From an optimization exercise on the open Yosys and OpenROAD flow, aimed at small area, a short achievable clock period and few clock cycles per item; shortcuts taken in it are not production practice. At most, simulation tests tie the RTL to the original design; equivalence was not proved.

==> job 4648: inputs <==
// CordicAccelerator
module CordicAccelerator(
  input         clock,
  input         reset,
  input         cmd_valid,
  output        cmd_ready,
  input  [6:0]  cmd_funct,
  input  [4:0]  cmd_rd,
  input  [63:0] cmd_rs1,
  input  [63:0] cmd_rs2,
  output        resp_valid,
  input         resp_ready,
  output [4:0]  resp_rd,
  output [63:0] resp_data,
  output        busy
);
  function [31:0] addc(input [31:0] a, input [31:0] b, input c);
    reg [31:0] g, p, gg, pp, gn, pn;
    integer k, l;
    begin
      g = a & b;
      p = a ^ b;
      gg = g;
      pp = p;
      gg[0] = g[0] | (p[0] & c);
      pp[0] = 1'b0;
      for (l = 0; l < 5; l = l + 1) begin
        gn = gg;
        pn = pp;
        for (k = 0; k < 32; k = k + 1)
          if (k[l]) begin
            gn[k] = gg[k] | (pp[k] & gg[((k >> l) << l) - 1]);
            pn[k] = pp[k] & pp[((k >> l) << l) - 1];
          end
        gg = gn;
        pp = pn;
      end
      addc = p ^ {gg[30:0], c};
    end
  endfunction
  wire recirc;    
  wire [31:0] res;
  wire [4:0] end_rd;
  wire take;      
  assign cmd_ready = take;
  wire accept = cmd_valid & take;
  wire [31:0] z0 = cmd_rs2[31:0];
  wire z0_fits = (z0[31:17] == {15{z0[31]}});
  wire [17:0] zc0 = z0_fits ? z0[17:0] : {z0[31], {17{~z0[31]}}};
  ...
make LEC_CHECK=0 CAP_MARGIN=20 CORE_MARGIN=2 CORE_UTILIZATION=60 CTS_BUF_LIST='sky130_fd_sc_hd__clkbuf_4 sky130_fd_sc_hd__clkbuf_8' SETUP_SLACK_MARGIN=2.5 SLEW_MARGIN=20 finish   # period 6.0 ns
run.sh (not shown) runs the stock make flow with config.mk's settings and CLKGATE_MAP_FILE= SYNTH_SCRIPT=/design/flow/synth_recipe.tcl, a recipe that flattens the netlist after the stock synthesis.
==> inputs of job 8237, as changes to job 4648 <==
--- a/flow/design.v
+++ b/flow/design.v
@@ -692,25 +692,41 @@
     p30_y <= yt225;
     p30_rd <= p29_rd;
     p30_fn <= p29_fn;
     p30_dn <= p29_dn;
     p30_d <= p29_d;
   end
-  wire [31:0] y30 = p30_y ^ {32{~p30_d}};
-  wire [31:0] em = p30_fn ? y30 : p30_x;
-  wire [31:0] eo = p30_fn ? p30_x : y30;
-  wire etn = ~(p30_fn ^ p30_d);   
-  wire [3:0] etm = {{2{em[31]}}, em[31:30]};
-  wire [3:0] eto = {{2{eo[31]}}, eo[31:30]};
-  wire [3:0] ev = etn ? etm : -etm;
-  wire [31:0] eo31 = eo + {{28{ev[3]}}, ev};
-  wire [3:0] eq = eto - {3'b000, eo31[31]};
-  wire [3:0] edl = p30_dn ? 4'd0 : (etn ? -eq : eq);
-  assign res = em + {{28{edl[3]}}, edl};
-  assign end_rd = p30_rd;
-  wire end_v = p30_v;
+  wire [31:0] ys232 = $signed(p30_y) >>> 30;
+  wire [31:0] xs233 = $signed(p30_x) >>> 30;
+  wire [31:0] x230 = addc(p30_x, ys232, ~p30_d);
+  wire [31:0] xg235 = xs233 & {32{~p30_dn}};
+  wire [31:0] u234 = addc(p30_y, ~xg235, 1'b1);
+  wire [31:0] yt231 = u234 ^ {32{p30_d ^ p30_d}};
+  reg [31:0] p31_x, p31_y;
+  reg [4:0] p31_rd;
+  reg p31_fn, p31_dn, p31_v;
+  reg p31_d;
+  always @(posedge clock) begin
+    if (reset) p31_v <= 1'b0;
+    else p31_v <= p30_v;
+    p31_x <= x230;
+    p31_y <= yt231;
+    p31_rd <= p30_rd;
+    p31_fn <= p30_fn;
+    p31_dn <= p30_dn;
+    p31_d <= p30_d;
+  end
+  wire [31:0] ys238 = $signed(p31_y) >>> 31;
+  wire [31:0] xs239 = $signed(p31_x) >>> 31;
+  wire [31:0] x236 = addc(p31_x, ys238, ~p31_d);
+  wire [31:0] xg241 = xs239 & {32{~p31_dn}};
+  wire [31:0] u240 = addc(p31_y, ~xg241, 1'b1);
+  wire [31:0] yt237 = u240 ^ {32{p31_d ^ p31_d}};
+  assign res = p31_fn ? (yt237 ^ {32{~p31_d}}) : x236;
+  assign end_rd = p31_rd;
+  wire end_v = p31_v;
   reg [31:0] h_data, k_data;
   reg [4:0] h_rd, k_rd;
   reg hv, kv, busy_r;
   reg blocked;
   reg [4:0] wait_n;
   wire wait_0 = (wait_n == 5'd0);
@@ -748,13 +764,14 @@
       p23_v |
       p24_v |
       p25_v |
       p26_v |
       p27_v |
       p28_v |
-      p29_v;
+      p29_v |
+      p30_v;
   always @(posedge clock) begin
     if (reset) begin
       hv <= 1'b0;
       kv <= 1'b0;
       busy_r <= 1'b0;
       blocked <= 1'b0;
@@ -765,13 +782,13 @@
       if (recirc & (~blocked | wait_0))
         blocked <= 1'b1;
       else if (push & blocked)
         blocked <= 1'b0;
     end
     if (recirc & (~blocked | wait_0))
-      wait_n <= 5'd29;
+      wait_n <= 5'd30;
     else
       wait_n <= wait_n - 5'd1;
     if (h_load) begin
       h_data <= kv ? k_data : res;
       h_rd <= kv ? k_rd : end_rd;
     end
- CTS_BUF_LIST: sky130_fd_sc_hd__clkbuf_4 sky130_fd_sc_hd__clkbuf_8 -> not set
- SETUP_SLACK_MARGIN: 2.5 -> 2.6
==> comparison table <==
	job 8237	job 4648
Capture instance of the worst register-to-register path	p3_y[17]$_DFF_P_	h_data[30]$_DFFE_PN_
Setup repair bufs after CTS	206	14
Area share of xor/xnor cells in the synthesized design	0.141	0.135
Register-to-register path setup slack	2.42 ns	-0.36 ns
Largest incremental delay on the critical path	0.44 ns	0.39 ns
Inverters	819	674
Syn avg cell area	10.0 um2	10.2 um2
Post-layout instance area	165,000 um2	153,000 um2
Multi-input combinational cell area	92,400 um2	85,200 um2
Status	no timing/DRC/antenna violations	finished with violations
Layout check failures	-	negative setup slack
Number of nets in the layout	17,000	16,300
Cts bufs inserted	288	405
Register area	50,600 um2	49,000 um2
Data arrival, critical path	4.40 ns	7.19 ns
Layout Utilization	0.708	0.681
Worst setup slack before clock tree synthesis	0.900 ns	-0.669 ns
Testbench counts of job 8237, summed over its fixed seeds: cycles 1,856, items 1,600.
Only the layout flow was run in job 4648; the RTL was not checked for function there.

what the ideal ports hide:
The flow's constraints put no driver on any port. The routed layouts listed below were extracted and timed again, unchanged, in two steps. Step 1 assumes that a clkbuf_16 drives the clock port and a buf_2 every other input. Step 2 times the ports against the registers' clock, not the clock port: input delays grow and output delays shrink by t, the midpoint of the rising clock arrivals with the driver on. Slacks: no drivers / after step 1 / after step 2; pairs: no drivers / after step 1.
run	shift t [ns]	setup WS [ns]	hold WS [ns]
job 4648	1.157	-0.360 / -0.360 / -0.360	0.275 / 0.275 / 0.275
job 8237	0.996	2.418 / 2.343 / 1.527	0.274 / 0.274 / 0.274
For job 8237, which loses most, drivers alone change the setup slack by -0.075 ns; drivers and shift together by -0.891 ns.
